From an optimization exercise on the open Yosys and OpenROAD flow, aimed at small area and a short achievable clock period; shortcuts taken in it are not production practice.
At most, simulation tests tie the RTL to the original design; equivalence was not proved.
Function not checked in runs 4 and 5: the RTL went through the layout flow alone.
The clock port is modelled as an ideal driver, which makes a skipped or thinned clock tree look cheaper than it is; a real chip needs a root buffer or a tree.
Power figures rest on the tool's default switching activity, not on a simulated workload.

File: flow/design.v
module fifo_regs_no_flags #(
    parameter g_WIDTH = 8,   
    parameter g_DEPTH = 32   
)(
    input wire i_rst_sync,                 
    input wire i_clk,                      
    input wire i_wr_en,                    
    input wire [g_WIDTH-1:0] i_wr_data,    
    output wire o_full,                    
    input wire i_rd_en,                    
    output wire [g_WIDTH-1:0] o_rd_data,   
    output wire o_empty                    
);
    localparam NLO = 8;
    localparam NHI = g_DEPTH / NLO;
    reg [g_WIDTH-1:0] r_SR [0:g_DEPTH-2];
    reg [g_WIDTH-1:0] r_HEAD;
    reg [NLO-1:0] r_LO;
    reg [NHI-1:0] r_HI;
    reg r_EMPTY;     
    reg r_FULL;      
    reg r_LE1;       
    wire w_WR = i_wr_en && !r_FULL;
    wire w_RD = i_rd_en && !r_EMPTY;
    wire w_UP = w_WR && !w_RD;
    wire w_DN = w_RD && !w_WR;
    wire w_N1  = r_LO[NLO-1] && r_HI[NHI-1];    
    wire w_N2  = r_LO[0]     && r_HI[0];        
    wire w_NF1 = r_LO[NLO-3] && r_HI[NHI-1];    
    reg [g_WIDTH-1:0] w_NEXT;
    reg [g_WIDTH-1:0] w_GRP;
    integer g, l;
    always @(*) begin
        w_NEXT = {g_WIDTH{1'b0}};
        for (g = 0; g < NHI; g = g + 1) begin
            w_GRP = {g_WIDTH{1'b0}};
            for (l = 0; l < NLO; l = l + 1)
                if (NLO*g + l < g_DEPTH-1)
                    w_GRP = w_GRP | ({g_WIDTH{r_LO[l]}} & r_SR[NLO*g + l]);
            w_NEXT = w_NEXT | ({g_WIDTH{r_HI[g]}} & w_GRP);
        end
    end
    integer i;
    always @(posedge i_clk) begin
        if (w_WR) begin
            r_SR[0] <= i_wr_data;
            for (i = 1; i < g_DEPTH-1; i = i + 1)
                r_SR[i] <= r_SR[i-1];
        end
        if (r_EMPTY || i_rd_en)
            r_HEAD <= r_LE1 ? i_wr_data : w_NEXT;
    end
    wire [NLO-1:0] w_LO_L = {r_LO[NLO-2:0], r_LO[NLO-1]};    
    wire [NLO-1:0] w_LO_R = {r_LO[0], r_LO[NLO-1:1]};        
    wire [NHI-1:0] w_HI_L = r_LO[NLO-1] ? {r_HI[NHI-2:0], r_HI[NHI-1]} : r_HI;
    wire [NHI-1:0] w_HI_R = r_LO[0]     ? {r_HI[0], r_HI[NHI-1:1]}     : r_HI;
    always @(posedge i_clk) begin
        if (i_rst_sync) begin
            r_LO    <= {2'b01, {(NLO-2){1'b0}}};
            r_HI    <= {1'b1, {(NHI-1){1'b0}}};
            r_EMPTY <= 1'b1;
            r_FULL  <= 1'b0;
            r_LE1   <= 1'b1;
        end else begin
            if (w_UP) begin
                r_LO    <= w_LO_L;
                r_HI    <= w_HI_L;
                r_EMPTY <= 1'b0;
                r_FULL  <= w_NF1;
                r_LE1   <= r_EMPTY;
            end else if (w_DN) begin
                r_LO    <= w_LO_R;
                r_HI    <= w_HI_R;
                r_EMPTY <= w_N1;
                r_FULL  <= 1'b0;
                r_LE1   <= w_N1 || w_N2;
            end
        end
    end
    assign o_rd_data = r_HEAD;
    assign o_full    = r_FULL;
    assign o_empty   = r_EMPTY;
endmodule
File: flow/flow/run.sh
#!/bin/bash
# The standard layout (standard.sh) with two changes:
#  - buffer_ports puts buf_2 cells on the ports, not the slow clock-delay
#    buffer it picks by default;
#  - after clock tree synthesis, clock_roots.tcl replaces the buffers above
#    the leaf clock buffers by four buffers driven by the clock port.
# Every tool's full output is in orfs/logs/; the whole run is also in run.log.
set -euo pipefail
export BUFFER_PORTS_ARGS="-buffer_cell sky130_fd_sc_hd__buf_2"
export CTS_ARGS="-sink_clustering_enable -repair_clock_nets -sink_clustering_size 24 -sink_clustering_max_diameter 100 -buf_list {sky130_fd_sc_hd__clkbuf_8 sky130_fd_sc_hd__clkbuf_16} -dont_use_dummy_load"
export POST_CTS_TCL="$PWD/flow/clock_roots.tcl"
bash standard.sh finish > run.log 2>&1
File: flow/flow/clock_roots.tcl
# Run after clock tree synthesis (POST_CTS_TCL).
# TritonCTS leaves a tree: clock port -> root buffer -> middle buffers ->
# leaf buffers -> registers. This keeps the leaf buffers and their registers
# as they are and replaces the buffers above them with NROOT clkbuf_8
# buffers driven by the clock port, each driving the leaf buffers of one
# sector of the die around the leaves' centre. Every register's clock then
# passes through two buffers.
set nroot 4
set bufcell sky130_fd_sc_hd__clkbuf_8
set block [ord::get_db_block]
set port_net [[$block findBTerm i_clk] getNet]
proc is_clkbuf {inst} { string match "sky130_fd_sc_hd__clkbuf_*" [[$inst getMaster] getName] }
proc loads_of {net} {
  set r {}
  foreach it [$net getITerms] { if {![$it isOutputSignal]} { lappend r $it } }
  return $r
}
# walk the buffer tree from the port
set upper {}
set leaves {}
set frontier [list $port_net]
while {[llength $frontier]} {
  set next {}
  foreach net $frontier {
    foreach it [loads_of $net] {
      set inst [$it getInst]
      if {![is_clkbuf $inst]} { continue }
      set out [[$inst findITerm X] getNet]
      set bufs_only 1
      foreach l [loads_of $out] { if {![is_clkbuf [$l getInst]]} { set bufs_only 0 } }
      if {$bufs_only} { lappend upper $inst; lappend next $out } else { lappend leaves $inst }
    }
  }
  set frontier $next
}
puts "clock_roots: [llength $upper] upper buffers, [llength $leaves] leaf buffers"
if {[llength $leaves] < $nroot} { return }
# remove the upper buffers and their nets
foreach inst $upper {
  set out [[$inst findITerm X] getNet]
  foreach it [$inst getITerms] { $it disconnect }
  odb::dbInst_destroy $inst
  if {[llength [$out getITerms]] == 0} { odb::dbNet_destroy $out }
}
# sectors around the leaves' centre
set sx 0.0; set sy 0.0
foreach inst $leaves { lassign [$inst getLocation] x y; set sx [expr {$sx + $x}]; set sy [expr {$sy + $y}] }
set n [llength $leaves]
set cx [expr {$sx / $n}]; set cy [expr {$sy / $n}]
set keyed {}
foreach inst $leaves {
  lassign [$inst getLocation] x y
  lappend keyed [list [expr {atan2($y - $cy, $x - $cx)}] $inst]
}
set keyed [lsort -real -index 0 $keyed]
set master [[ord::get_db] findMaster $bufcell]
for {set g 0} {$g < $nroot} {incr g} {
  set lo [expr {($g * $n) / $nroot}]
  set hi [expr {(($g + 1) * $n) / $nroot}]
  set group [lrange $keyed $lo [expr {$hi - 1}]]
  set gx 0.0; set gy 0.0
  foreach e $group { lassign [[lindex $e 1] getLocation] x y; set gx [expr {$gx + $x}]; set gy [expr {$gy + $y}] }
  set k [llength $group]
  set inst [odb::dbInst_create $block $master "clkbuf_root_${g}_i_clk"]
  set net [odb::dbNet_create $block "clknet_root_${g}_i_clk"]
  $net setSigType CLOCK
  $inst setLocation [expr {int($gx / $k)}] [expr {int($gy / $k)}]
  $inst setPlacementStatus PLACED
  [$inst findITerm A] connect $port_net
  [$inst findITerm X] connect $net
  foreach e $group { [[lindex $e 1] findITerm A] disconnect; [[lindex $e 1] findITerm A] connect $net }
}
global_connect
detailed_placement
check_placement -verbose
estimate_parasitics -placement
report_clock_latency
File: flow/standard.sh
#!/bin/bash
# synth_recipe.tcl (not shown) runs the flow's synth.tcl, then flattens the netlist and writes it again
# the make line also repeats each setting of config.mk as NAME=value (left out here)
make -C /OpenROAD-flow-scripts/flow DESIGN_CONFIG=/design/flow/config.mk WORK_HOME=/design/flow/orfs CLKGATE_MAP_FILE= SYNTH_SCRIPT=/design/flow/synth_recipe.tcl "${@:-finish}"
File: flow/config.mk
export PLATFORM = sky130hd
export DESIGN_NAME = fifo_regs_no_flags
export DESIGN_NICKNAME = fifo_regs_no_flags
export VERILOG_FILES = /design/flow/design.v
export SDC_FILE = /design/flow/constraint.sdc
export NUM_CORES = 4
export LEC_CHECK = 0
export ABC_CLOCK_PERIOD_IN_PS = 1800
export CAP_MARGIN = 20
export CORE_MARGIN = 2
export CORE_UTILIZATION = 40
export CTS_BUF_LIST = sky130_fd_sc_hd__clkbuf_8 sky130_fd_sc_hd__clkbuf_16
export CTS_CLUSTER_DIAMETER = 100
export CTS_CLUSTER_SIZE = 24
export SETUP_SLACK_MARGIN = 1.8
export SLEW_MARGIN = 20
File: flow/constraint.sdc
create_clock -name core_clock -period 3.6 [get_ports {i_clk}]
set_input_delay 0.7200 -clock core_clock [delete_from_list [all_inputs] [get_ports {i_clk}]]
set_output_delay 0.7200 -clock core_clock [all_outputs]
set_load 0.01 [all_outputs]
==> run notes, run 1 <==
Sw Ratio 21.76%; Final WS setup 1809 ps; outcome timing/DRC/antenna clean; number of synthesized flops with an enable pin 256; register area 0.008011 mm2; worst hold path startpoint r_SR[0][5]; Most used DFF post-synth edfxtp_1; core area 0.02432 mm2; I/O Pins 22; row count 57; net count after synthesis 573; post-synthesis cell type count 29; Layout Skew 57.14 ps; final instance area 0.01096 mm2; hpwl dp 11.20 mm; Yosys reg bits 271; mapped cell area 0.009926 mm2; worst r2r src r_LO[1]; Clock Sink Count 271; Synth async-reset ratio 0%; via/cell ratio 5.959; largest net degree at the start of global routing 68; setup TNS 0 ps; NetSw 1.269 mW; worst hold path type register to register; critical path class register to register; fill count 2045; multi-input logic area 0.001748 mm2; Final setup viols 0; initial core utilization 40.81%; max_slew headroom 51.48%; hold depth 0; Worst R2R End r_HEAD[1]; period utilization 49.76%; Detail Route Antenna Nets 0; Total GRT Usage 15.95%; drt drc 0; share of cells above drive strength 1 12.98%; Mapped Cells 560; CP max FO 24; Die H 161.5 um; Nets 596; GRT Residual Overflow 0; Seq/Total Area, Yosys 80.47%; fin cells 902; post-synth top area share 77.45%; DRT iter0 DRCs 601; Max-Cap Viols 0; Clock power frac 26.9%; ranking of synthesized cells by area edfxtp_1, a22oi_1, dfxtp_1; WL final 21.02 mm; clk slew on worst S/H paths 90 ps; Antenna Cells 0; drt wl/cell 23.31 um; pwr dens 531.9 mW/mm2; RSZ-0062 raised after global routing true; Yosys warnings 2; CP arrival 1810 ps; placer congestion estimate 0.7623; Seq pwr share 66.0%; Final Critical Period 1791 ps; WHS Endpoint r_SR[1][5]; Comb pwr share 7.1%; area leader, netlist edfxtp_1; syn avg cell area 17.72 um2; R2R setup slack 1810 ps; Port Buffers 21; vias in the first global route 5345; Worst Setup End Kind register; Post-DP Area 0.01037 mm2; Critical Path RT 3620 ps; Pins Over Slew Limit 0; first-pass GRT wire length 31.89 mm; Setup WS pre-CTS 916.6 ps; placed insts 875; worst vdd ir 356.5 uV; Hold Vio Cnt, Final 0; internal power 4.563 mW; Clock Latency Late Sink 330 ps; Worst-Margin Slew 726.8 ps; Area Growth Syn to Fin 10.45%; Leak Pwr 3.573 nW; total number of vias 5375; Startpoint Class register; Max Fclk 0.5582 GHz; Worst R2R Path Depth 5; Pre-Repair DR Iteration Count 5; die area 0.02609 mm2; Die X 161.5 um; antenna violations before repair 1
## cell families after synthesis
| group | count (synthesis) | synth area share [%] |
|---|---|---|
| adder cells (fa/ha/maj) | 1 | 0.1260 |
| multiplexers | 9 | 0.9202 |
| AO/OA/AOI/OAI | 164 | 12.39 |
| AND/OR/NAND/NOR | 73 | 3.807 |
| flip-flops | 271 | 80.47 |
| buffers and inverters | 42 | 2.282 |
## through the flow
step | power, mW | util, % | hold WS [ps]
final | 5.832 | 45.08 | 418.6
after global routing | 6.030 | 45.08 | 427.3
after detailed placement | 4.293 | 42.62 | 434.4
after global placement | 4.274 | 42.62 | 429.5
after floorplan | 4.136 | - | 426.0
## layout by cell type, fill, tap and decap left out, types with 2 or more instances in the layout
cell type  netlist  final
nor2b_1          4      3
buf_16           0      3
buf_2           28     21
buf_12           0      7
nand2_1          4      3
nand2b_1         2      2
dfxtp_1         15      8
nand3_1          9      9
clkbuf_16        0     13
a211oi_1         4      4
a31oi_1          8      8
clkbuf_8         0      4
a21oi_1         11     11
a22oi_2          1      2
nor2_1          27     27
a211o_1          2      2
dfxtp_4          0      6
nand4_1         24     24
buf_4            1     10
mux2i_1          8      8
a22oi_1        127    126
a222oi_1         8      8
edfxtp_1       256    256
## synthesized netlist by cell type, types with 2 or more instances
master    instances
mux2i_1           8
edfxtp_1        256
clkbuf_1          8
dfxtp_1          15
a21oi_1          11
a22oi_1         127
nor2_1           27
nor2b_1           4
a211oi_1          4
a211o_1           2
a31oi_1           8
nand3_1           9
nand2_1           4
nand4_1          24
buf_2            28
a222oi_1          8
buf_6             4
nand2b_1          2
## power by group through the flow
stage | Combinational [mW] | Clock [mW] | Sequential, mW
global route | 0.454 | 1.71 | 3.87
floorplan | 0.269 | 0 | 3.87
global placement | 0.365 | 0 | 3.91
finish | 0.417 | 1.57 | 3.85
detailed placement | 0.373 | 0 | 3.92
## worst max-delay path, stage by stage (launching register included)
cell	delay [ps]
dfxtp_4	390
buf_12	170
a222oi_1	370
nand3_1	210
a22oi_1	190
a31oi_1	150
## worst max-delay path by stage
stage / from / end / slack [ps] / cells after the start
after detailed placement: i_wr_en / r_SR[4][2] / 920 / 4
after global placement: i_wr_en / r_SR[16][2] / 1020 / 4
after global routing: r_LO[2] / r_HEAD[1] / 1790 / 5
after floorplan: i_wr_en / r_HI[3] / -2180 / 7
final: r_LO[1] / r_HEAD[1] / 1810 / 5
## registers in the layout (all words and copies together) (netlist names)
| register | flops |
|---|---|
| r_SR | 248 |
| r_HEAD | 8 |
| r_LO | 8 |
| r_HI | 4 |
| r_EMPTY | 1 |
| r_FULL | 1 |
| r_LE1 | 1 |
## area by class of cell
class,instances,share of cell area (%)
multi-input cells,247,15.94
plain buffers,4,0.5022
well taps,324,3.698
flip-flops and latches,271,73.08
repair buffers,43,4.006
inverters,1,0.03424
## layer usage
metal,part of all wire (%),up-vias,global-route usage [%]
li1,-,2346,-
met1,43,2768,22.72
met2,48,230,25.68
met3,6.2,29,2.054
met4,2.0,2,5.114
met5,0.043,-,0
==> run 2: changes to the inputs <==
--- a/flow/flow/run.sh
+++ b/flow/flow/run.sh
@@ -2,3 +2,3 @@
 # The standard layout (standard.sh) with two changes:
-#  - buffer_ports puts buf_2 cells on the ports, not the slow clock-delay
+#  - buffer_ports puts buf_4 cells on the ports, not the slow clock-delay
 #    buffer it picks by default;
@@ -8,3 +8,3 @@
 set -euo pipefail
-export BUFFER_PORTS_ARGS="-buffer_cell sky130_fd_sc_hd__buf_2"
+export BUFFER_PORTS_ARGS="-buffer_cell sky130_fd_sc_hd__buf_4"
 export CTS_ARGS="-sink_clustering_enable -repair_clock_nets -sink_clustering_size 24 -sink_clustering_max_diameter 100 -buf_list {sky130_fd_sc_hd__clkbuf_8 sky130_fd_sc_hd__clkbuf_16} -dont_use_dummy_load"
--- a/flow/flow/clock_roots.tcl
+++ b/flow/flow/clock_roots.tcl
@@ -3,3 +3,3 @@
 # leaf buffers -> registers. This keeps the leaf buffers and their registers
-# as they are and replaces the buffers above them with NROOT clkbuf_8
+# as they are and replaces the buffers above them with NROOT clkbuf_16
 # buffers driven by the clock port, each driving the leaf buffers of one
@@ -8,3 +8,2 @@
 set nroot 4
-set bufcell sky130_fd_sc_hd__clkbuf_8
 set block [ord::get_db_block]
@@ -55,3 +54,3 @@
 set keyed [lsort -real -index 0 $keyed]
-set master [[ord::get_db] findMaster $bufcell]
+set master [[ord::get_db] findMaster sky130_fd_sc_hd__clkbuf_16]
 for {set g 0} {$g < $nroot} {incr g} {
--- a/flow/config.mk
+++ b/flow/config.mk
@@ -14,3 +14,3 @@
 export CTS_CLUSTER_SIZE = 24
-export SETUP_SLACK_MARGIN = 1.8
+export SETUP_SLACK_MARGIN = 2.0
 export SLEW_MARGIN = 20
==> run 2 against run 1 <==
  * Still clean on timing, DRC and antenna
  * Sequential power is essentially flat
  * Wire length grew 11%
  * First-iteration DRC count grew 11%
  * Sequential share of layout area shrank 4.5 points
  * Area after synthesis is the same
  * Register-to-register slack gained 50 ps
  * Utilization grew 3.0 points
  * Via count grew 5.6%
  * Synthesized cell count is the same
  * Cell area grew 6.7%
  * Sequential cell count is the same
  * Total power grew 3.5%
  * Critical path type unchanged
  * Highest routed layer is now met4
==> run notes, run 2 <==
outcome timing/DRC/antenna clean; routed metal-1 wirelength 10.16 mm (+12%); ranking of synthesized cells by area edfxtp_1, a22oi_1, dfxtp_1; Total GRT Usage 17.08% (+1.1 points); worst vdd ir 386.7 uV (+8.5%); antenna violations before repair 0 (-1); Mapped Cells 560 (unchanged); Seq/Total Area, Yosys 80.47% (unchanged); Max-Cap Viols 0 (unchanged); Detail Route Antenna Nets 0 (unchanged); Setup WS pre-CTS 916.5 ps (-0.1050 ps); Antenna Cells 0 (unchanged); Die H 161.5 um (unchanged); syn avg cell area 17.72 um2 (unchanged); core area 0.02432 mm2 (unchanged); crit path cell chain buf_12, buf_8, a222oi_1, nand3_1, a22oi_2, a31oi_1; setup TNS 0 ps (unchanged); Yosys warnings 2 (unchanged); Hold Slack 410.9 ps (-7.715 ps); Worst-Margin Slew 784.7 ps (+57.81 ps); most common cell after layout, fill and taps aside edfxtp_1; Nets 631 (+5.9%); Final Critical Period 1738 ps (-53.34 ps); max reg flops 248 (unchanged); CP max FO 7 (-71%); slowest cell on the critical path dfxtp_4; Clock Sink Count 271 (unchanged); vias in the first global route 5487 (+2.7%); pwr dens 516.4 mW/mm2 (-2.9%); first-pass GRT wire length 33.55 mm (+5.2%); DRT iter0 DRCs 670 (+11%); Die X 161.5 um (unchanged); Final setup viols 0 (unchanged); Synth async-reset ratio 0% (unchanged); fill count 1953 (-4.5%); hpwl dp 10.81 mm (-3.5%); total number of vias 5676 (+5.6%); register area 0.008013 mm2 (about the same); post-synth top area share 77.45% (unchanged); GRT Residual Overflow 0 (unchanged); top cells by count, synth edfxtp_1, a22oi_1, buf_2; Regs by FF count r_SR: 248 flops, r_HEAD: 8 flops, r_LO: 8 flops; Pre-Repair DR Iteration Count 5 (unchanged); CP arrival 1760 ps (-50 ps); Port Buffers 21 (unchanged); Slowest Stage Delay on Critical Path 390 ps (about the same); most frequent cells in the layout edfxtp_1, a22oi_1, buf_4; Layout Skew 50.91 ps (-6.231 ps); die area 0.02609 mm2 (unchanged); Hold Vio Cnt, Final 0 (unchanged); share of cells above drive strength 1 20.72% (+7.7 points); Largest Register r_SR; critical path class register to register; I/O Pins 22 (unchanged); period utilization 48.28% (-1.5 points); via/cell ratio 6.058 (+1.7%); area leader, netlist edfxtp_1; Most used DFF post-synth edfxtp_1; mapped cell area 0.009926 mm2 (unchanged); crit path buf inv count 2 (+1); Leak Pwr 3.902 nW (+9.2%); Worst path top cell family by delay compound AO/OA/AOI/OAI gates; post-synthesis cell type count 29 (unchanged); RSZ-0062 raised after global routing true; row count 57 (unchanged); number of synthesized flops with an enable pin 256 (unchanged); clk slew on worst S/H paths 100 ps (about the same); Startpoint Class register; multi-input logic area 0.001829 mm2 (+4.7%); worst hold path type register to register; Area Growth Syn to Fin 17.80%; drt drc 0 (unchanged); Clock Latency Late Sink 310 ps (-20 ps); Yosys reg bits 271 (unchanged); net count after synthesis 573 (unchanged); drt wl/cell 24.86 um (+6.7%); placer congestion estimate 0.7766 (+1.9%); largest net degree at the start of global routing 83 (+22%); metal3 WL 1.755 mm (+34%); Final WS setup 1862 ps (+53.34 ps); most frequent cell after synthesis edfxtp_1; max_slew headroom 47.62% (-3.9 points); Critical Path RT 3620 ps (about the same); top layer in use met4; WL final 23.29 mm (+11%); Worst Setup End Kind register; R2R setup slack 1860 ps (+50 ps); Max Fclk 0.5753 GHz (+3.1%); WL met2 10.88 mm (+6.9%); initial core utilization 40.81% (unchanged); Pins Over Slew Limit 0 (unchanged)
==> run 2: final cells by class <==
cell class                      count  area share (%)
Tap cell                          324           3.467
Sequential cell                   271           68.53
Buffer                              4          0.8561
Multi-Input combinational cell    247           15.64
Inverter                            1         0.03210
Timing Repair Buffer               78           8.903
==> run 2: logic make-up (layout without fill, tap and decap cells) <==
group | after synthesis | after routing | synth area share (%)
flops | 271 | 271 | 80.47
fa+ha+maj | 1 | 1 | 0.1260
compound gates | 164 | 164 | 12.39
buf+inv | 42 | 95 | 2.282
simple gates | 73 | 73 | 3.807
mux | 9 | 9 | 0.9202
==> run 2: final timing paths <==
path                                    to  cells after the start       start
worst max-delay path             r_HEAD[6]                      6     r_LO[1]
worst min-delay path            r_SR[2][2]                      0  r_SR[1][2]
worst max register to register   r_HEAD[6]                      6     r_LO[1]
worst min register to register  r_SR[2][2]                      0  r_SR[1][2]
==> run 2: routing by layer <==
| layer | vias to the layer above | global-route usage (%) |
|---|---|---|
| met3 | 33 | 2.568 |
| met4 | 0 | 5.763 |
| met5 | - | 0 |
| met2 | 288 | 26.17 |
| met1 | 2934 | 25.17 |
| li1 | 2421 | - |
==> run 2: report_power, final <==
group	internal [mW]	leakage [nW]	switching (mW)
Clock	0.799	0.197	0.873
Combinational	0.222	1.07	0.289
Sequential	3.71	2.63	0.149
==> run 2: through the flow <==
step	cells	power [mW]	util, %	instance area, um2
final	937	6.038	48.08	11690
after global routing	937	6.237	48.08	11690
after detailed placement	876	4.304	42.82	10410
after global placement	876	4.289	42.82	10410
after floorplan	560	4.136	-	9962
==> run 3: changes to the inputs <==
--- a/flow/config.mk
+++ b/flow/config.mk
@@ -14,3 +14,3 @@
 export CTS_CLUSTER_SIZE = 24
-export SETUP_SLACK_MARGIN = 2.0
+export SETUP_SLACK_MARGIN = 1.8
 export SLEW_MARGIN = 20
==> run 3 against run 2 <==
  * Synthesized cell count unchanged
  * Cell count decreased by 3.1%
  * Hold slack got worse by 3.0 ps
  * Critical path depth decreased by 1
  * Via count decreased by 5.5%
  * Largest cell class unchanged
  * Die area unchanged
  * Sequential cell count unchanged
  * Utilization decreased by 2.7 points
  * Critical endpoint is now r_HEAD[7]
  * Sequential power about the same
  * Clock power about the same
  * Cell area decreased by 5.5%
  * Sequential share of layout area increased by 4.0 points
==> run notes, run 3 <==
pwr dens 538.2 mW/mm2 (+4.2%); share of cells above drive strength 1 13.36% (-7.4 points); most common cell after layout, fill and taps aside edfxtp_1; hpwl dp 10.81 mm (unchanged); Critical Path RT 3610 ps (about the same); mapped cell area 0.009926 mm2 (unchanged); Worst path top cell family by delay compound AO/OA/AOI/OAI gates; worst hold path type register to register; CP arrival 1740 ps (-20 ps); Synth async-reset ratio 0% (unchanged); worst vdd ir 371.1 uV (-4.0%); Antenna Cells 0 (unchanged); number of synthesized flops with an enable pin 256 (unchanged); Die H 161.5 um (unchanged); crit path buf inv count 1 (-1); largest net degree at the start of global routing 84 (+1.2%); Largest Register r_SR; Post-DP Area 0.01041 mm2 (unchanged); Pins Over Slew Limit 0 (unchanged); slowest cell on the critical path dfxtp_4; core area 0.02432 mm2 (unchanged); Hold Vio Cnt, Final 0 (unchanged); Max Fclk 0.5754 GHz (about the same); Area Growth Syn to Fin 11.27%; drt wl/cell 23.43 um (-5.8%); Worst-Margin Slew 772.0 ps (-12.68 ps); period utilization 48.28% (about the same); placer congestion estimate 0.7766 (unchanged); net count after synthesis 573 (unchanged); Setup WS pre-CTS 916.5 ps (unchanged); post-synth top area share 77.45% (unchanged); via/cell ratio 5.905 (-2.5%); Yosys warnings 2 (unchanged); row count 57 (unchanged); hold depth 0 (unchanged); Pre-Repair DR Iteration Count 5 (unchanged); Mapped Cells 560 (unchanged); crit path cell chain buf_8, a222oi_1, nand3_1, a22oi_1, a31oi_1; top cells by count, synth edfxtp_1, a22oi_1, buf_2; Clock Sink Count 271 (unchanged); critical path class register to register; most frequent cells in the layout edfxtp_1, a22oi_1, buf_4; initial core utilization 40.81% (unchanged); Total GRT Usage 16.08% (-1.0 points); critical path depth 5 (-1); Leak Pwr 3.626 nW (-7.1%); GRT Residual Overflow 0 (unchanged); drt drc 0 (unchanged); Startpoint Class register; ranking of synthesized cells by area edfxtp_1, a22oi_1, dfxtp_1; Yosys reg bits 271 (unchanged); Most used DFF post-synth edfxtp_1; max reg flops 248 (unchanged); most frequent cell after synthesis edfxtp_1; WL final 21.27 mm (-8.7%); Nets 602 (-4.6%); vias in the first global route 5309 (-3.2%); Worst R2R Path Depth 5 (-1); Layout Skew 46.39 ps (-4.526 ps); final instance area 0.01104 mm2 (-5.5%); syn avg cell area 17.72 um2 (unchanged); Detail Route Antenna Nets 0 (unchanged); Final WS setup 1862 ps (+0.1600 ps); max_slew headroom 48.46% (+0.85 points); DRT iter0 DRCs 692 (+3.3%); clk slew on worst S/H paths 90 ps (about the same); post-synthesis cell type count 29 (unchanged); Port Buffers 21 (unchanged); I/O Pins 22 (unchanged); Regs by FF count r_SR: 248 flops, r_HEAD: 8 flops, r_LO: 8 flops; Final setup viols 0 (unchanged); outcome timing/DRC/antenna clean; Slowest Stage Delay on Critical Path 380 ps (about the same); Seq/Total Area, Yosys 80.47% (unchanged); Final Critical Period 1738 ps (-0.1600 ps); Die X 161.5 um (unchanged); die area 0.02609 mm2 (unchanged); RSZ-0062 raised after global routing true; Worst Setup End Kind register; antenna violations before repair 0 (unchanged); total number of vias 5362 (-5.5%); area leader, netlist edfxtp_1; Clock Latency Late Sink 300 ps (about the same); first-pass GRT wire length 32.01 mm (-4.6%); Max-Cap Viols 0 (unchanged); CP max FO 24 (+17); Power, Total 5.944 mW (-1.6%)
run 3: through the flow:
stage	cells	utilization (%)	TNS (ps)	hold WS, ps
after floorplan	560	-	-347570	426.0
final	908	45.41	0	407.9
after global placement	876	42.82	0	429.4
after detailed placement	876	42.82	0	434.4
after global routing	908	45.41	0	413.6
run 3: per-layer routing:
| layer | GRT usage (%) | part of all wire (%) | up-vias | wire (um) |
|---|---|---|---|---|
| met4 | 4.708 | 2.1 | 0 | 443 |
| li1 | - | - | 2356 | - |
| met1 | 23.22 | 43 | 2713 | 9244 |
| met2 | 25.58 | 47 | 262 | 9895 |
| met5 | 0 | 0 | - | 0 |
| met3 | 2.311 | 7.9 | 31 | 1688 |
run 3: cells by family (layout without fill, tap and decap cells):
family	after synthesis	in the layout	share of synthesized area [%]
and+or+nand+nor	73	73	3.807
adders and majority gates	1	1	0.1260
buffers and inverters	42	66	2.282
AOI/OAI and AO/OA	164	164	12.39
DFF	271	271	80.47
muxes	9	9	0.9202
run 3: path summary, 6_finish.rpt:
check,from,endpoint,slack [ps]
min,r_SR[2][5],r_SR[3][5],410
max reg2reg,r_LO[2],r_HEAD[7],1860
min reg2reg,r_SR[2][5],r_SR[3][5],410
max,r_LO[2],r_HEAD[7],1860
run 3: layout make-up:
type	instances	area [um2]
plain buffers	4	100.1
fillers	2030	13280
inverters	1	3.754
multi-input cells	247	1743
flip-flops and latches	271	8006
well taps	324	405.4
repair buffers	49	485.5
run 3: power by group:
group	total (mW)	internal [mW]	switching [mW]
registers	3.86	3.71	0.149
clock network	1.67	0.799	0.870
logic	0.420	0.165	0.255
==> run 4: changes to the inputs <==
--- a/flow/design.v
+++ b/flow/design.v
@@ -24,4 +24,2 @@
     wire w_RD = i_rd_en && !r_EMPTY;
-    wire w_UP = w_WR && !w_RD;
-    wire w_DN = w_RD && !w_WR;
     wire w_N1  = r_LO[NLO-1] && r_HI[NHI-1];    
@@ -56,2 +54,6 @@
     wire [NHI-1:0] w_HI_R = r_LO[0]     ? {r_HI[0], r_HI[NHI-1:1]}     : r_HI;
+    wire w_M10 = w_WR && !w_RD;     
+    wire w_M01 = !w_WR && w_RD;     
+    wire w_M11 = w_WR && w_RD;      
+    wire w_M00 = !w_WR && !w_RD;    
     always @(posedge i_clk) begin
@@ -64,15 +66,12 @@
         end else begin
-            if (w_UP) begin
-                r_LO    <= w_LO_L;
-                r_HI    <= w_HI_L;
-                r_EMPTY <= 1'b0;
-                r_FULL  <= w_NF1;
-                r_LE1   <= r_EMPTY;
-            end else if (w_DN) begin
-                r_LO    <= w_LO_R;
-                r_HI    <= w_HI_R;
-                r_EMPTY <= w_N1;
-                r_FULL  <= 1'b0;
-                r_LE1   <= w_N1 || w_N2;
-            end
+            r_LO    <= ({NLO{w_M10}} & w_LO_L) | ({NLO{w_M01}} & w_LO_R) |
+                       ({NLO{w_M11}} & r_LO)   | ({NLO{w_M00}} & r_LO);
+            r_HI    <= ({NHI{w_M10}} & w_HI_L) | ({NHI{w_M01}} & w_HI_R) |
+                       ({NHI{w_M11}} & r_HI)   | ({NHI{w_M00}} & r_HI);
+            r_EMPTY <= (w_M01 && w_N1) ||
+                       (w_M11 && r_EMPTY) || (w_M00 && r_EMPTY);
+            r_FULL  <= (w_M10 && w_NF1) ||
+                       (w_M11 && r_FULL) || (w_M00 && r_FULL);
+            r_LE1   <= (w_M10 && r_EMPTY) || (w_M01 && (w_N1 || w_N2)) ||
+                       (w_M11 && r_LE1) || (w_M00 && r_LE1);
         end
--- a/flow/config.mk
+++ b/flow/config.mk
@@ -14,3 +14,3 @@
 export CTS_CLUSTER_SIZE = 24
-export SETUP_SLACK_MARGIN = 1.8
+export SETUP_SLACK_MARGIN = 2.0
 export SLEW_MARGIN = 20
==> run 4 against run 3 <==
  * Hold slack improved by 13 ps
  * Via count increased by 5.5%
  * First-iteration DRC count up 0.14%
  * Register-to-register slack improved by 80 ps
  * Setup slack better by 79 ps
  * Global-route usage grew 1.2 points
  * Clock power hardly changed
  * Cell count increased by 1.4%
  * Utilization is 1.5 points higher
  * Sequential cell count did not move
  * Area after synthesis decreased by 0.50%
==> run notes, run 4 <==
outcome timing/DRC/antenna clean; Critical Path End r_HEAD[5]; crit path cell chain buf_12, buf_8, a22oi_1, nand4_1, a22oi_2, a31oi_1; fill count 2056 (+1.3%); syn avg cell area 17.89 um2 (+0.94%); CP arrival 1640 ps (-100 ps); first-pass GRT wire length 34.00 mm (+6.2%); Clock Sink Count 271 (unchanged); number of synthesized flops with an enable pin 256 (unchanged); Antenna Cells 0 (unchanged); R2R setup slack 1940 ps (+80 ps); vias in the first global route 5610 (+5.7%); initial core utilization 40.73% (-0.086 points); Slowest Stage Delay on Critical Path 380 ps (about the same); Nets 614 (+2.0%); Worst-Margin Slew 973.2 ps (+201.3 ps); Hold Vio Cnt, Final 0 (unchanged); clk slew on worst S/H paths 100 ps (about the same); Max-Cap Viols 0 (unchanged); die area 0.02596 mm2 (-0.49%); top cells by count, synth edfxtp_1, a22oi_1, buf_2; Yosys warnings 2 (unchanged); max reg flops 248 (unchanged); Seq/Total Area, Yosys 80.88% (+0.41 points); Clock power frac 28.8% (+0.7 points); Regs by FF count r_SR: 248 flops, r_HEAD: 8 flops, r_LO: 8 flops; Area Growth Syn to Fin 15.11%; internal power 4.599 mW (-1.5%); critical path class register to register; worst vdd ir 347.2 uV (-6.4%); mapped cell area 0.009876 mm2 (-0.50%); Die X 161.1 um (-0.24%); drt wl/cell 24.93 um (+6.4%); DRT iter0 DRCs 693 (+0.14%); hpwl dp 11.49 mm (+6.3%); most frequent cells in the layout edfxtp_1, a22oi_1, buf_4; Yosys reg bits 271 (unchanged); most common cell after layout, fill and taps aside edfxtp_1; pwr dens 511.4 mW/mm2 (-5.0%); CP startpoint r_LO[1]; slowest cell on the critical path dfxtp_4; post-synthesis cell type count 30 (+3.4%); Clock Latency Late Sink 310 ps (about the same); placer congestion estimate 0.7397 (-4.8%); Max Fclk 0.6029 GHz (+4.8%); fin cells 921 (+1.4%); total number of vias 5659 (+5.5%); GRT Residual Overflow 0 (unchanged); Seq pwr share 65.4% (+0.5 points); via/cell ratio 6.144 (+4.0%); period utilization 46.07% (-2.2 points); Largest Register r_SR; CP max FO 7 (-71%); NetSw 1.215 mW (-4.6%); Final setup viols 0 (unchanged); RSZ-0062 raised after global routing true; Worst R2R Path Depth 6 (+1); Critical Path RT 3580 ps (-30 ps); Layout Skew 42.05 ps (-4.335 ps); worst r2r src r_LO[1]; Port Buffers 21 (unchanged); Pre-Repair DR Iteration Count 5 (unchanged); Most used DFF post-synth edfxtp_1; Worst R2R End r_HEAD[5]; Final Critical Period 1659 ps (-79.34 ps); worst hold path type register to register; largest net degree at the start of global routing 89 (+6.0%); drt drc 0 (unchanged); max_slew headroom 35.03% (-13 points); post-synth top area share 77.84% (+0.39 points); placed insts 871 (-0.57%); Worst Setup End Kind register; Setup WS pre-CTS 1289 ps (+372.1 ps); Final WS setup 1941 ps (+79.34 ps); I/O Pins 22 (unchanged); Power, Total 5.814 mW (-2.2%); most frequent cell after synthesis edfxtp_1; area leader, netlist edfxtp_1; Comb pwr share 5.8% (-1.3 points); ranking of synthesized cells by area edfxtp_1, a22oi_1, dfxtp_1; Sw Ratio 20.90% (-0.53 points); Startpoint Class register; Detail Route Antenna Nets 0 (unchanged); Die H 161.1 um (-0.24%); row count 57 (unchanged); WL final 22.96 mm (+7.9%); Total GRT Usage 17.28% (+1.2 points); Leak Pwr 3.695 nW (+1.9%); Pins Over Slew Limit 0 (unchanged); share of cells above drive strength 1 20.60% (+7.2 points); Synth async-reset ratio 0% (unchanged); setup TNS 0 ps (unchanged); antenna violations before repair 0 (unchanged); core area 0.02425 mm2 (-0.29%); Mapped Cells 552 (-1.4%); net count after synthesis 564 (-1.6%)
run 4: final cells by class:
class                   count  area (um2)  area share, %
plain buffers               4       100.1         0.8805
inverters                   3       38.79         0.3412
multi-input cells         241        1800          15.84
flip-flops and latches    271        8014          70.49
well taps                 324       405.4          3.566
repair buffers             62       666.9          5.866
repair inverters            4       42.54         0.3742
run 4: per-stage QoR:
stage                     hold WS, ps  area [um2]  utilization (%)
final                           420.8       11370            46.88
after global routing            432.1       11370            46.88
after detailed placement        435.0       10380            42.80
after global placement          431.2       10380            42.80
after floorplan                 426.0        9912                -
run 4: layer usage:
layer / part of all wire (%) / wire length (um) / track usage [%]
met1: 42 / 9722 / 24.17
met2: 48 / 11080 / 27.72
met3: 7.7 / 1779 / 3.980
met4: 1.6 / 376 / 4.180
met5: 0 / 0 / 0
run 4: power groups by stage:
stage / clock network, mW / logic (mW) / registers [mW]
2_1_floorplan: 0 / 0.192 / 3.80
3_3_place_gp: 0 / 0.269 / 3.86
3_5_place_dp: 0 / 0.277 / 3.87
5_1_grt: 1.81 / 0.367 / 3.82
6_report: 1.67 / 0.338 / 3.80
run 4: worst min-delay path by stage:
stage	startpoint	endpoint	slack, ps	cells past startpoint
after floorplan	r_SR[25][0]	r_SR[26][0]	430	0
after global placement	r_SR[2][3]	r_SR[3][3]	430	0
after detailed placement	r_SR[11][6]	r_SR[12][6]	440	0
after global routing	r_SR[24][4]	r_SR[25][4]	430	0
final	r_SR[21][4]	r_SR[22][4]	420	0
run 4: cell families after synthesis:
kind of cell / synth area share [%]
XOR/XNOR: 0.2788
AND/OR/NAND/NOR: 3.839
AO/OA/AOI/OAI: 12.94
buffers and inverters: 2.065
flip-flops: 80.88
run 4: worst max-delay path, delay by kind of cell (launching register included):
kind,cells,cell delay (ps)
AO/OA/AOI/OAI,3,530
flip-flops,1,380
buffers and inverters,2,290
AND/OR/NAND/NOR,1,130
==> run 5: changes to the inputs <==
--- a/flow/flow/run.sh
+++ b/flow/flow/run.sh
@@ -2,3 +2,3 @@
 # The standard layout (standard.sh) with two changes:
-#  - buffer_ports puts buf_4 cells on the ports, not the slow clock-delay
+#  - buffer_ports puts buf_2 cells on the ports, not the slow clock-delay
 #    buffer it picks by default;
@@ -8,3 +8,3 @@
 set -euo pipefail
-export BUFFER_PORTS_ARGS="-buffer_cell sky130_fd_sc_hd__buf_4"
+export BUFFER_PORTS_ARGS="-buffer_cell sky130_fd_sc_hd__buf_2"
 export CTS_ARGS="-sink_clustering_enable -repair_clock_nets -sink_clustering_size 24 -sink_clustering_max_diameter 100 -buf_list {sky130_fd_sc_hd__clkbuf_8 sky130_fd_sc_hd__clkbuf_16} -dont_use_dummy_load"
--- a/flow/flow/clock_roots.tcl
+++ b/flow/flow/clock_roots.tcl
@@ -3,3 +3,3 @@
 # leaf buffers -> registers. This keeps the leaf buffers and their registers
-# as they are and replaces the buffers above them with NROOT clkbuf_16
+# as they are and replaces the buffers above them with NROOT clkbuf_8
 # buffers driven by the clock port, each driving the leaf buffers of one
@@ -8,2 +8,3 @@
 set nroot 4
+set bufcell sky130_fd_sc_hd__clkbuf_8
 set block [ord::get_db_block]
@@ -54,3 +55,3 @@
 set keyed [lsort -real -index 0 $keyed]
-set master [[ord::get_db] findMaster sky130_fd_sc_hd__clkbuf_16]
+set master [[ord::get_db] findMaster $bufcell]
 for {set g 0} {$g < $nroot} {incr g} {
==> run 5 against run 4 <==
  * Still clean
  * Sequential cell count did not move
  * Setup slack improved by 10 ps
  * Wire length rose by 0.74%
  * Critical path type unchanged
  * Largest cell class unchanged
==> run notes, run 5 <==
placed insts 874 (+0.34%); pwr dens 502.0 mW/mm2 (-1.8%); Critical Path RT 3660 ps (+80 ps); Seq pwr share 66.5% (+1.1 points); Startpoint Class register; Clock Sink Count 271 (unchanged); post-synthesis cell type count 30 (unchanged); Sw Ratio 21.35% (+0.45 points); area leader, netlist edfxtp_1; Seq/Total Area, Yosys 80.88% (unchanged); drt wl/cell 25.06 um (+0.53%); period utilization 45.78% (-0.29 points); Antenna Cells 0 (unchanged); initial core utilization 40.73% (unchanged); post-synthesis mux area share 0% (unchanged); worst r2r src r_LO[0]; critical path class register to register; Die X 161.1 um (unchanged); total number of vias 5658 (-0.018%); compound-gate portion of the synthesized area 12.94% (unchanged); fill count 2065 (+0.44%); Synth Area in Adders 0% (unchanged); Area Growth Syn to Fin 15.29%; Clock power frac 27.7% (-1.1 points); Hold Slack 417.2 ps (-3.543 ps); setup TNS 0 ps (unchanged); Nets 616 (+0.33%); CP startpoint r_LO[0]; NetSw 1.221 mW (+0.46%); vias in the first global route 5491 (-2.1%); Yosys warnings 2 (unchanged); Regs by FF count r_SR: 248 flops, r_HEAD: 8 flops, r_LO: 8 flops; CP max FO 18 (+11); Worst-Margin Slew 879.6 ps (-93.62 ps); number of synthesized flops with an enable pin 256 (unchanged); share of cells above drive strength 1 22.54% (+1.9 points); largest family of logic cells by synthesized area compound AO/OA/AOI/OAI gates; first-pass GRT wire length 33.73 mm (-0.79%); Max Fclk 0.6067 GHz (+0.63%); placer congestion estimate 0.7584 (+2.5%); Worst R2R Path Depth 5 (-1); most frequent cells in the layout edfxtp_1, a22oi_1, a22oi_2, nand4_1, buf_4; Critical Path End r_HEAD[4]; Comb pwr share 5.8% (about the same); Detail Route Antenna Nets 0 (unchanged); xor/xnor share of the synthesized area 0.2787% (unchanged); Worst R2R End r_HEAD[4]; most frequent cell after synthesis edfxtp_1; internal power 4.496 mW (-2.2%); GRT Residual Overflow 0 (unchanged); row count 57 (unchanged); Synth Area in Simple Gates 3.839% (unchanged); worst vdd ir 367.3 uV (+5.8%); hpwl dp 11.53 mm (+0.36%); Largest Register r_SR; Core Util, Final 46.96% (+0.072 points); CP arrival 1710 ps (+70 ps); max_slew headroom 41.28% (+6.3 points); top cells by count, synth edfxtp_1, a22oi_1, buf_2; Worst Setup End Kind register; Max-Cap Viols 0 (unchanged); WL final 23.13 mm (+0.74%); antenna violations before repair 0 (unchanged); via/cell ratio 6.130 (-0.23%); fin cells 923 (+0.22%); Mapped Cells 552 (unchanged); RSZ-0062 raised after global routing true; max reg flops 248 (unchanged); ranking of synthesized cells by area edfxtp_1, a22oi_1, dfxtp_1; R2R setup slack 1950 ps (about the same); net count after synthesis 564 (unchanged); Final setup viols 0 (unchanged); mapped cell area 0.009876 mm2 (unchanged); post-synth top area share 77.84% (unchanged); outcome timing/DRC/antenna clean; Leak Pwr 3.683 nW (-0.33%); Pins Over Slew Limit 0 (unchanged); core area 0.02425 mm2 (unchanged); Final Critical Period 1648 ps (-10.40 ps); Die H 161.1 um (unchanged); syn avg cell area 17.89 um2 (unchanged); Hold Vio Cnt, Final 0 (unchanged); Layout Skew 46.57 ps (+4.518 ps); Yosys reg bits 271 (unchanged); clk slew on worst S/H paths 90 ps (about the same); Synth async-reset ratio 0% (unchanged); Total GRT Usage 17.23% (-0.049 points); most common cell after layout, fill and taps aside edfxtp_1; Clock Latency Late Sink 320 ps (about the same); worst hold path type register to register; largest net degree at the start of global routing 79 (-11%); drt drc 0 (unchanged); DRT iter0 DRCs 765 (+10%); Port Buffers 21 (unchanged); Pre-Repair DR Iteration Count 6 (+1); die area 0.02596 mm2 (unchanged); Most used DFF post-synth edfxtp_1; Power, Total 5.716 mW (-1.7%); I/O Pins 22 (unchanged)
run 5: layout make-up:
| type | count | area [um2] | share of cell area (%) |
|---|---|---|---|
| sequential | 271 | 8023 | 70.46 |
| multi-input combinational | 241 | 1843 | 16.19 |
| timing repair buffer | 65 | 681.9 | 5.989 |
| tap | 324 | 405.4 | 3.560 |
| buffer | 4 | 55.05 | 0.4835 |
| inverter | 3 | 38.79 | 0.3407 |
| timing repair inverter | 3 | 38.79 | 0.3407 |
run 5: routing by layer:
metal  GRT usage, %  vias to the layer above  routed length [um]
li1               -                     2404                   -
met1          24.81                     2938               10070
met2          26.08                      271               10770
met3          3.801                       45                1782
met4          6.047                        0                 501
met5              0                        -                   0
run 5: cells by family after synthesis:
family | Yosys count
AO/OA/AOI/OAI | 171
flip-flops | 271
buffers and inverters | 40
AND/OR/NAND/NOR | 69
XOR/XNOR | 1
run 5: worst min path at each step:
stage           startpoint     endpoint  cells past startpoint
3_5_place_dp   r_SR[18][0]  r_SR[19][0]                      0
5_1_grt        r_SR[21][4]  r_SR[22][4]                      0
2_1_floorplan  r_SR[25][0]  r_SR[26][0]                      0
3_3_place_gp   r_SR[25][4]  r_SR[26][4]                      0
6_report       r_SR[23][4]  r_SR[24][4]                      0
run 5: stage by stage:
step / worst slack (ps) / instance area, um2
6_report: 1952 / 11390
5_1_grt: 1893 / 11390
3_3_place_gp: 1371 / 10340
3_5_place_dp: 1276 / 10340
2_1_floorplan: 1612 / 9912
run 5: worst max-delay path, cell delays in order (launching register included):
cell,delay (ps)
dfxtp_4,380
bufbuf_16,310
a22oi_2,160
nand4_1,170
a22oi_2,230
a31oi_2,130
run 5: power groups by stage:
stage	registers, mW	logic [mW]	clock network, mW
after floorplan	3.80	0.192	0
after global placement	3.85	0.261	0
after detailed placement	3.86	0.268	0
after global routing	3.82	0.361	1.72
final	3.80	0.334	1.58
==> run 6: changes to the inputs <==
--- a/flow/design.v
+++ b/flow/design.v
@@ -16,2 +16,4 @@
     reg [g_WIDTH-1:0] r_SR [0:g_DEPTH-2];
+    reg [g_WIDTH-1:0] r_WD;
+    reg r_WQ;
     reg [g_WIDTH-1:0] r_HEAD;
@@ -24,5 +26,12 @@
     wire w_RD = i_rd_en && !r_EMPTY;
-    wire w_N1  = r_LO[NLO-1] && r_HI[NHI-1];    
-    wire w_N2  = r_LO[0]     && r_HI[0];        
-    wire w_NF1 = r_LO[NLO-3] && r_HI[NHI-1];    
+    wire w_UP = w_WR && !w_RD;
+    wire w_DN = w_RD && !w_WR;
+    wire w_Q0  = r_LO[0] && r_HI[0];
+    wire w_Q1  = r_LO[1] && r_HI[0];
+    wire w_Q29 = r_LO[NLO-3] && r_HI[NHI-1];
+    wire w_Q30 = r_LO[NLO-2] && r_HI[NHI-1];
+    wire w_Q31 = r_LO[NLO-1] && r_HI[NHI-1];
+    wire w_N1  = r_WQ ? w_Q31 : w_Q0;     
+    wire w_N2  = r_WQ ? w_Q0  : w_Q1;     
+    wire w_NF1 = r_WQ ? w_Q29 : w_Q30;    
     reg [g_WIDTH-1:0] w_NEXT;
@@ -35,4 +44,4 @@
             for (l = 0; l < NLO; l = l + 1)
-                if (NLO*g + l < g_DEPTH-1)
-                    w_GRP = w_GRP | ({g_WIDTH{r_LO[l]}} & r_SR[NLO*g + l]);
+                w_GRP = w_GRP | ({g_WIDTH{r_LO[l]}} &
+                                 ((NLO*g + l == 0) ? r_WD : r_SR[NLO*g + l - 1]));
             w_NEXT = w_NEXT | ({g_WIDTH{r_HI[g]}} & w_GRP);
@@ -42,4 +51,5 @@
     always @(posedge i_clk) begin
-        if (w_WR) begin
-            r_SR[0] <= i_wr_data;
+        r_WD <= i_wr_data;
+        if (r_WQ) begin
+            r_SR[0] <= r_WD;
             for (i = 1; i < g_DEPTH-1; i = i + 1)
@@ -54,9 +64,10 @@
     wire [NHI-1:0] w_HI_R = r_LO[0]     ? {r_HI[0], r_HI[NHI-1:1]}     : r_HI;
-    wire w_M10 = w_WR && !w_RD;     
-    wire w_M01 = !w_WR && w_RD;     
-    wire w_M11 = w_WR && w_RD;      
-    wire w_M00 = !w_WR && !w_RD;    
+    wire [NLO-1:0] w_LO_RD = r_WQ ? r_LO   : w_LO_R;
+    wire [NLO-1:0] w_LO_NR = r_WQ ? w_LO_L : r_LO;
+    wire [NHI-1:0] w_HI_RD = r_WQ ? r_HI   : w_HI_R;
+    wire [NHI-1:0] w_HI_NR = r_WQ ? w_HI_L : r_HI;
     always @(posedge i_clk) begin
         if (i_rst_sync) begin
-            r_LO    <= {2'b01, {(NLO-2){1'b0}}};
+            r_WQ    <= 1'b0;
+            r_LO    <= {1'b1, {(NLO-1){1'b0}}};
             r_HI    <= {1'b1, {(NHI-1){1'b0}}};
@@ -66,12 +77,14 @@
         end else begin
-            r_LO    <= ({NLO{w_M10}} & w_LO_L) | ({NLO{w_M01}} & w_LO_R) |
-                       ({NLO{w_M11}} & r_LO)   | ({NLO{w_M00}} & r_LO);
-            r_HI    <= ({NHI{w_M10}} & w_HI_L) | ({NHI{w_M01}} & w_HI_R) |
-                       ({NHI{w_M11}} & r_HI)   | ({NHI{w_M00}} & r_HI);
-            r_EMPTY <= (w_M01 && w_N1) ||
-                       (w_M11 && r_EMPTY) || (w_M00 && r_EMPTY);
-            r_FULL  <= (w_M10 && w_NF1) ||
-                       (w_M11 && r_FULL) || (w_M00 && r_FULL);
-            r_LE1   <= (w_M10 && r_EMPTY) || (w_M01 && (w_N1 || w_N2)) ||
-                       (w_M11 && r_LE1) || (w_M00 && r_LE1);
+            r_WQ   <= w_WR;
+            r_LO   <= w_RD ? w_LO_RD : w_LO_NR;
+            r_HI   <= w_RD ? w_HI_RD : w_HI_NR;
+            if (w_UP) begin
+                r_EMPTY <= 1'b0;
+                r_FULL  <= w_NF1;
+                r_LE1   <= r_EMPTY;
+            end else if (w_DN) begin
+                r_EMPTY <= w_N1;
+                r_FULL  <= 1'b0;
+                r_LE1   <= w_N1 || w_N2;
+            end
         end
--- a/flow/config.mk
+++ b/flow/config.mk
@@ -14,3 +14,3 @@
 export CTS_CLUSTER_SIZE = 24
-export SETUP_SLACK_MARGIN = 2.0
+export SETUP_SLACK_MARGIN = 1.8
 export SLEW_MARGIN = 20
==> run 6 against run 5 <==
  * Critical path type unchanged
  * Synthesized cell count is 4.9% higher
  * Setup slack worse by 91 ps
  * Largest cell class unchanged
  * Sequential share of layout area is 3.7 points higher
  * Die area is 3.5% higher
==> run notes, run 6 <==
ranking of synthesized cells by area edfxtp_1, a22oi_1, dfxtp_1; critical path class register to register; Final setup viols 0 (unchanged); Antenna Cells 0 (unchanged); most common cell after layout, fill and taps aside edfxtp_1; Port Buffers 21 (unchanged); placer congestion estimate 0.7782 (+2.6%); vias in the first global route 5361 (-2.4%); Pre-Repair DR Iteration Count 5 (-1); Max-Cap Viols 0 (unchanged); Detail Route Antenna Nets 0 (unchanged); Yosys reg bits 280 (+3.3%); share of cells above drive strength 1 12.01% (-11 points); area leader, netlist edfxtp_1; mapped cell area 0.01023 mm2 (+3.6%); I/O Pins 22 (unchanged); drt drc 0 (unchanged); worst hold path startpoint r_SR[6][0]; Hold Slack 444.2 ps (+26.97 ps); Hold Vio Cnt, Final 0 (unchanged); hpwl dp 11.96 mm (+3.7%); Clock Sink Count 280 (+3.3%); Synth async-reset ratio 0% (unchanged); most frequent cells in the layout edfxtp_1, a22oi_1, nand4_1; net count after synthesis 592 (+5.0%); Total GRT Usage 16.33% (-0.90 points); max_slew headroom 44.26% (+3.0 points); antenna violations before repair 0 (unchanged); die area 0.02687 mm2 (+3.5%); drt wl/cell 23.70 um (-5.4%); Layout Skew 21.89 ps (-24.68 ps); Seq/Total Area, Yosys 79.84% (-1.0 points); initial core utilization 40.62% (-0.10 points); CP max FO 16 (-2); Most used DFF post-synth edfxtp_1; most frequent cell after synthesis edfxtp_1; WL final 21.83 mm (-5.6%); post-synth top area share 75.15% (-2.7 points); number of synthesized flops with an enable pin 256 (unchanged); worst vdd ir 331.5 uV (-9.7%); row count 58 (+1.8%); via/cell ratio 6.052 (-1.3%); Final Critical Period 1740 ps (+91.35 ps); Worst R2R Path Depth 5 (unchanged); Critical Path RT 3770 ps (+110 ps); Die H 163.9 um (+1.7%); largest net degree at the start of global routing 117 (+48%); syn avg cell area 17.67 um2 (-1.2%); Max Fclk 0.5749 GHz (-5.3%); outcome timing/DRC/antenna clean; Nets 609 (-1.1%); Worst Setup End Kind register; pwr dens 516.6 mW/mm2 (+2.9%); R2R setup slack 1860 ps (-90 ps); Pins Over Slew Limit 0 (unchanged); CP arrival 1910 ps (+200 ps); DRT iter0 DRCs 714 (-6.7%); Yosys warnings 2 (unchanged); period utilization 48.32% (+2.5 points); Startpoint Class register; worst r2r src r_LO[3]; Worst-Margin Slew 835.0 ps (-44.65 ps); clk slew on worst S/H paths 90 ps (about the same); WHS Endpoint r_SR[7][0]; Area Growth Syn to Fin 8.011%; setup TNS 0 ps (unchanged); worst hold path type register to register; Die X 163.9 um (+1.7%); post-synthesis cell type count 35 (+17%); RSZ-0062 raised after global routing true; first-pass GRT wire length 33.10 mm (-1.9%); Largest Register r_SR; Worst R2R End r_HEAD[0]; core area 0.02518 mm2 (+3.8%); Leak Pwr 3.467 nW (-5.9%); hold depth 0 (unchanged); top cells by count, synth edfxtp_1, a22oi_1, nand4_1; total number of vias 5574 (-1.5%); GRT Residual Overflow 0 (unchanged); max reg flops 248 (unchanged); Mapped Cells 579 (+4.9%); fill count 2160 (+4.6%); Clock Latency Late Sink 320 ps (about the same)
-- run 6: cells by family after synthesis --
logic type | after synthesis | synth area share, %
compound gates | 175 | 12.62
xor+xnor | 1 | 0.2691
fa+ha+maj | 1 | 0.1223
buf+inv | 43 | 2.409
flops | 280 | 79.84
mux | 9 | 0.9295
simple gates | 70 | 3.804
-- run 6: final cells by class --
type | instances | area [um2] | share of cell area [%]
inverters | 2 | 7.507 | 0.06794
plain buffers | 4 | 55.05 | 0.4982
well taps | 330 | 412.9 | 3.737
flip-flops and latches | 280 | 8189 | 74.11
repair buffers | 37 | 269.0 | 2.435
multi-input cells | 256 | 1815 | 16.43
-- run 6: power breakdown --
group	internal [mW]	switching (mW)	leakage, nW	total [mW]
Combinational	0.107	0.199	0.679	0.306
Clock	0.703	0.888	0.177	1.59
Sequential	3.70	0.111	2.61	3.81
Total	4.51	1.20	3.47	5.71
-- run 6: worst max-delay path by stage --
stage,start,to,slack (ps),cells past startpoint
2_1_floorplan,r_WQ,r_LE1,520,5
3_3_place_gp,r_LO[6],r_HEAD[4],1530,5
5_1_grt,r_LO[3],r_HEAD[4],1760,5
3_5_place_dp,r_LO[6],r_HEAD[4],1550,5
6_report,r_LO[3],r_HEAD[0],1860,5
-- run 6: worst max-delay path: stages, from the launching register on --
cell	delay, ps
dfxtp_1	590
buf_4	380
a22oi_1	140
nand4_1	150
a22oi_1	100
a31oi_1	210
-- run 6: per-layer routing --
layer	share of wire [%]	global-route usage (%)
met5	0	0
met2	46	24.75
met1	45	24.38
met4	2.0	4.027
met3	7.0	3.207
-- run 6: through the flow --
step	cell area (um2)	setup slack (ps)	util, %	power [mW]	instances
global route	11050	1761	43.88	5.923	921
finish	11050	1860	43.88	5.708	921
global placement	10630	1533	42.21	4.172	903
detailed placement	10630	1547	42.21	4.185	903
floorplan	10230	523.7	-	4.051	579
==> run 7: changes to the inputs <==
--- a/flow/config.mk
+++ b/flow/config.mk
@@ -14,3 +14,3 @@
 export CTS_CLUSTER_SIZE = 24
-export SETUP_SLACK_MARGIN = 1.8
+export SETUP_SLACK_MARGIN = 2.2
 export SLEW_MARGIN = 20
==> run 7 against run 6 <==
  * Total power rose by 1.7%
  * First-iteration DRC count decreased by 3.2%
  * Register-to-register slack gained 170 ps
  * Via count rose by 4.1%
  * Clock skew hardly changed
  * Cell area up 7.2%
  * Wire length increased by 5.9%
  * Clock power is essentially flat
  * Maximum frequency rose by 7.4%
  * Synthesized cell count unchanged
  * Sequential share of layout area decreased by 4.9 points
==> run notes, run 7 <==
outcome timing/DRC/antenna clean; worst hold path type register to register; Yosys warnings 2 (unchanged); ranking of synthesized cells by area edfxtp_1, a22oi_1, dfxtp_1; CP max FO 1 (-15); slowest cell on the critical path edfxtp_1; RSZ-0062 raised after global routing true; crit path cell chain buf_2; area leader, netlist edfxtp_1; Final WS setup 1980 ps (+119.8 ps); net count after synthesis 592 (unchanged); via/cell ratio 6.091 (+0.65%); period utilization 44.99% (-3.3 points); Critical Path RT 2880 ps (-890 ps); Yosys reg bits 280 (unchanged); drt wl/cell 24.26 um (+2.3%); drt drc 0 (unchanged); most frequent cell after synthesis edfxtp_1; number of synthesized flops with an enable pin 256 (unchanged); Worst R2R Path Depth 5 (unchanged); setup TNS 0 ps (unchanged); Area Growth Syn to Fin 15.79%; clk slew on worst S/H paths 90 ps (about the same); row count 58 (unchanged); worst r2r src r_LO[1]; WL final 23.12 mm (+5.9%); most common cell after layout, fill and taps aside edfxtp_1; hpwl dp 11.96 mm (unchanged); Pins Over Slew Limit 0 (unchanged); Final Critical Period 1620 ps (-119.8 ps); most frequent cells in the layout edfxtp_1, a22oi_1, a22oi_2; Die H 163.9 um (unchanged); die area 0.02687 mm2 (unchanged); Antenna Cells 0 (unchanged); DRT iter0 DRCs 691 (-3.2%); Total GRT Usage 17.34% (+1.0 points); Synth async-reset ratio 0% (unchanged); Detail Route Antenna Nets 0 (unchanged); Seq/Total Area, Yosys 79.84% (unchanged); antenna violations before repair 0 (unchanged); total number of vias 5805 (+4.1%); worst hold path startpoint r_SR[6][0]; share of cells above drive strength 1 25.04% (+13 points); core area 0.02518 mm2 (unchanged); vias in the first global route 5667 (+5.7%); Max Fclk 0.6174 GHz (+7.4%); first-pass GRT wire length 34.95 mm (+5.6%); Worst Setup End Kind output port; I/O Pins 22 (unchanged); Nets 641 (+5.3%); Mapped Cells 579 (unchanged); Die X 163.9 um (unchanged); Setup WS pre-CTS 1547 ps (unchanged); CP arrival 900 ps (-1010 ps); Max-Cap Viols 0 (unchanged); hold depth 0 (unchanged); Clock Sink Count 280 (unchanged); placer congestion estimate 0.7782 (unchanged); R2R setup slack 2030 ps (+170 ps); fill count 2081 (-3.7%); Clock Latency Late Sink 320 ps (about the same); Slowest Stage Delay on Critical Path 420 ps (-170 ps); initial core utilization 40.62% (unchanged); top cells by count, synth edfxtp_1, a22oi_1, nand4_1; post-synth top area share 75.15% (unchanged); Most used DFF post-synth edfxtp_1; max reg flops 248 (unchanged); crit path buf inv count 1 (unchanged); GRT Residual Overflow 0 (unchanged); Pre-Repair DR Iteration Count 5 (unchanged); Worst path top cell family by delay flip-flops; max_slew headroom 47.44% (+3.2 points); Final setup viols 0 (unchanged); Largest Register r_SR; pwr dens 490.2 mW/mm2 (-5.1%); mapped cell area 0.01023 mm2 (unchanged); Layout Skew 22.21 ps (+0.3161 ps); Leak Pwr 3.766 nW (+8.6%); post-synthesis cell type count 35 (unchanged); WHS Endpoint r_SR[7][0]; Startpoint Class register; syn avg cell area 17.67 um2 (unchanged); Port Buffers 21 (unchanged); worst vdd ir 338.8 uV (+2.2%); Worst R2R End r_HEAD[2]; largest net degree at the start of global routing 59 (-50%); critical path class register to output port; Hold Vio Cnt, Final 0 (unchanged); Worst-Margin Slew 787.3 ps (-47.68 ps)
[run 7: worst max-delay path by stage]
stage	start	end	slack [ps]	cells after the start
2_1_floorplan	r_WQ	r_LE1	520	5
3_3_place_gp	r_LO[6]	r_HEAD[4]	1530	5
3_5_place_dp	r_LO[6]	r_HEAD[4]	1550	5
5_1_grt	r_HEAD[6]	o_rd_data[6]	1930	1
6_report	r_HEAD[6]	o_rd_data[6]	1980	1
[run 7: cell families (layout without fill, tap and decap cells)]
family / Yosys count / in the layout / synth area share (%)
flops: 280 / 280 / 79.84
compound gates: 175 / 175 / 12.62
simple gates: 70 / 70 / 3.804
buf+inv: 43 / 87 / 2.409
mux: 9 / 9 / 0.9295
fa+ha+maj: 1 / 1 / 0.1223
xor+xnor: 1 / 1 / 0.2691
[run 7: report_power, final]
part	switching, mW	leakage (nW)	internal (mW)
logic	0.238	0.976	0.169
registers	0.104	2.61	3.70
clock network	0.894	0.177	0.703
total	1.24	3.77	4.57
[run 7: layout make-up]
| cell class | count | area (um2) | area share [%] |
|---|---|---|---|
| Inverter | 2 | 7.507 | 0.06338 |
| Buffer | 4 | 55.05 | 0.4648 |
| Timing Repair Buffer | 69 | 788.3 | 6.655 |
| Sequential cell | 280 | 8203 | 69.25 |
| Tap cell | 330 | 412.9 | 3.486 |
| Multi-Input combinational cell | 256 | 2078 | 17.55 |
[run 7: layer usage]
metal | share of wire (%) | wire, um | GRT usage [%] | vias up
met4 | 2.0 | 453 | 4.944 | 0
met3 | 8.2 | 1893 | 3.333 | 33
met2 | 47 | 10810 | 26.45 | 298
met5 | 0 | 0 | 0 | -
li1 | - | - | - | 2482
met1 | 43 | 9962 | 25.51 | 2992
[run 7: through the flow]
step | utilization [%] | std cells | cell area [um2] | hold WS (ps) | power (mW)
floorplan | - | 579 | 10230 | 409.2 | 4.051
global placement | 42.21 | 903 | 10630 | 420.5 | 4.172
detailed placement | 42.21 | 903 | 10630 | 423.2 | 4.185
global route | 47.04 | 953 | 11850 | 451.8 | 6.016
finish | 47.04 | 953 | 11850 | 443.7 | 5.806
==> run 8: changes to the inputs <==
--- a/flow/config.mk
+++ b/flow/config.mk
@@ -7,2 +7,3 @@
 export LEC_CHECK = 0
+export ABC_AREA = 1
 export ABC_CLOCK_PERIOD_IN_PS = 1800
@@ -14,3 +15,3 @@
 export CTS_CLUSTER_SIZE = 24
-export SETUP_SLACK_MARGIN = 2.2
+export SETUP_SLACK_MARGIN = 2.0
 export SLEW_MARGIN = 20
==> run 8 against run 7 <==
  * Clock power about the same
  * Total power increased by 5.2%
  * Utilization decreased by 2.7 points
  * Wire length decreased by 3.2%
  * Critical path type unchanged
  * Setup slack got worse by 33 ps
  * Synthesized cell count increased by 64%
  * First-iteration DRC count decreased by 19%
==> run notes, run 8 <==
outcome timing/DRC/antenna clean; most frequent cell after synthesis nand2_1; setup TNS 0 ps (unchanged); hpwl dp 12.59 mm (+5.3%); final instance area 0.01198 mm2 (+1.1%); slowest cell on the critical path edfxtp_1; Yosys warnings 2 (unchanged); largest family of logic cells by synthesized area simple AND/OR/NAND/NOR gates; Comb pwr share 8.9% (+1.9 points); Clock Sink Count 280 (unchanged); period utilization 45.92% (+0.93 points); Mapped Cells 950 (+64%); via/cell ratio 4.922 (-19%); Core Util, Final 44.32% (-2.7 points); internal power 4.686 mW (+2.5%); Final Critical Period 1653 ps (+33.35 ps); I/O Pins 22 (unchanged); Critical Path RT 2880 ps (about the same); Worst Setup End Kind output port; Power, Total 6.105 mW (+5.2%); drt drc 0 (unchanged); Hold Slack 439.0 ps (-4.630 ps); CP startpoint r_HEAD[0]; NetSw 1.419 mW (+15%); worst r2r src r_EMPTY; post-synth top area share 69.77% (-5.4 points); total number of vias 6462 (+11%); vias in the first global route 6097 (+7.6%); DRT iter0 DRCs 557 (-19%); Die H 170.0 um (+3.7%); net count after synthesis 963 (+63%); Detail Route Antenna Nets 0 (unchanged); Clock Latency Late Sink 330 ps (about the same); ranking of synthesized cells by area edfxtp_1, nand2_1, dfxtp_1; most common cell after layout, fill and taps aside nand2_1; worst hold path startpoint r_SR[4][5]; CP arrival 930 ps (+30 ps); max reg flops 248 (unchanged); Pre-Repair DR Iteration Count 5 (unchanged); critical path class register to output port; Most used DFF post-synth edfxtp_1; Pins Over Slew Limit 0 (unchanged); crit path buf inv count 1 (unchanged); Clock power frac 26.5% (-1.0 points); most frequent cells in the layout nand2_1, edfxtp_1, nor2_1; pwr dens 509.7 mW/mm2 (+4.0%); max_slew headroom 53.42% (+6.0 points); first-pass GRT wire length 34.75 mm (-0.57%); Sw Ratio 23.24% (+2.0 points); fin cells 1313 (+38%); Largest Register r_SR; drt wl/cell 17.04 um (-30%); Setup WS pre-CTS 1607 ps (+59.35 ps); worst hold path type register to register; Die X 170.0 um (+3.7%); Synth Area in Adders 0.1136% (-0.0088 points); Synth Area in Simple Gates 20.51% (+17 points); Total GRT Usage 15.57% (-1.8 points); Max-Cap Viols 0 (unchanged); placer congestion estimate 0.7518 (-3.4%); Nets 990 (+54%); Slowest Stage Delay on Critical Path 450 ps (+30 ps); number of synthesized flops with an enable pin 256 (unchanged); area leader, netlist edfxtp_1; share of cells above drive strength 1 8.642% (-16 points); crit path cell chain buf_6; Port Buffers 21 (unchanged); antenna violations before repair 0 (unchanged); Final setup viols 0 (unchanged); Hold Vio Cnt, Final 0 (unchanged); post-synthesis cell type count 27 (-23%); Layout Skew 26.65 ps (+4.444 ps); die area 0.02889 mm2 (+7.5%); Antenna Cells 0 (unchanged); Final WS setup 1947 ps (-33.35 ps); WL final 22.37 mm (-3.2%); Post-DP Area 0.01134 mm2 (+6.7%); Seq/Total Area, Yosys 74.13% (-5.7 points); Area Growth Syn to Fin 8.710%; top cells by count, synth nand2_1, edfxtp_1, nor2_1; Max Fclk 0.6049 GHz (-2.0%); Worst-Margin Slew 697.7 ps (-89.56 ps); Yosys reg bits 280 (unchanged); largest net degree at the start of global routing 113 (+92%); worst vdd ir 347.4 uV (+2.6%); GRT Residual Overflow 0 (unchanged); core area 0.02703 mm2 (+7.3%); xor/xnor share of the synthesized area 0% (-0.27 points); row count 60 (+3.4%); Synth async-reset ratio 0% (unchanged); post-synthesis mux area share 0% (-0.93 points); compound-gate portion of the synthesized area 1.794% (-11 points); initial core utilization 40.77% (+0.14 points); CP max FO 1 (unchanged); syn avg cell area 11.60 um2 (-34%); clk slew on worst S/H paths 100 ps (about the same); mapped cell area 0.01102 mm2 (+7.7%); Leak Pwr 4.644 nW (+23%); Worst path top cell family by delay flip-flops; placed insts 1285 (+42%); RSZ-0062 raised after global routing true; Seq pwr share 64.6% (-0.9 points); Startpoint Class register
[run 8: power by group through the flow]
| stage | logic, mW | clock network (mW) | registers, mW |
|---|---|---|---|
| 3_5_place_dp | 0.463 | 0 | 4.04 |
| 6_report | 0.541 | 1.62 | 3.94 |
| 2_1_floorplan | 0.296 | 0 | 4.02 |
| 5_1_grt | 0.613 | 1.77 | 3.97 |
| 3_3_place_gp | 0.460 | 0 | 4.04 |
[run 8: logic make-up after synthesis]
| group | Yosys count |
|---|---|
| compound gates | 31 |
| simple gates | 585 |
| fa+ha+maj | 1 |
| flops | 280 |
| buf+inv | 53 |
[run 8: metal layers]
layer  routed length, um  GRT usage (%)  vias up
met5                   0              0        -
met3                1141          2.279       26
li1                    -              -     3180
met2                9967          24.26      143
met4                 342          3.270        0
met1               10920          23.34     3113
[run 8: final timing paths]
kind,endpoint,cells after the start,slack (ps)
max reg2reg,r_EMPTY,7,2090
min reg2reg,r_SR[5][5],0,440
max,o_rd_data[0],1,1950
min,r_SR[5][5],0,440
[run 8: final cells by class]
| class | instances | area [um2] |
|---|---|---|
| buffer | 4 | 55.05 |
| fill | 2461 | 15050 |
| inverter | 15 | 62.56 |
| multi-input combinational | 617 | 2470 |
| sequential | 280 | 8197 |
| tap | 341 | 426.7 |
| timing repair buffer | 44 | 466.7 |
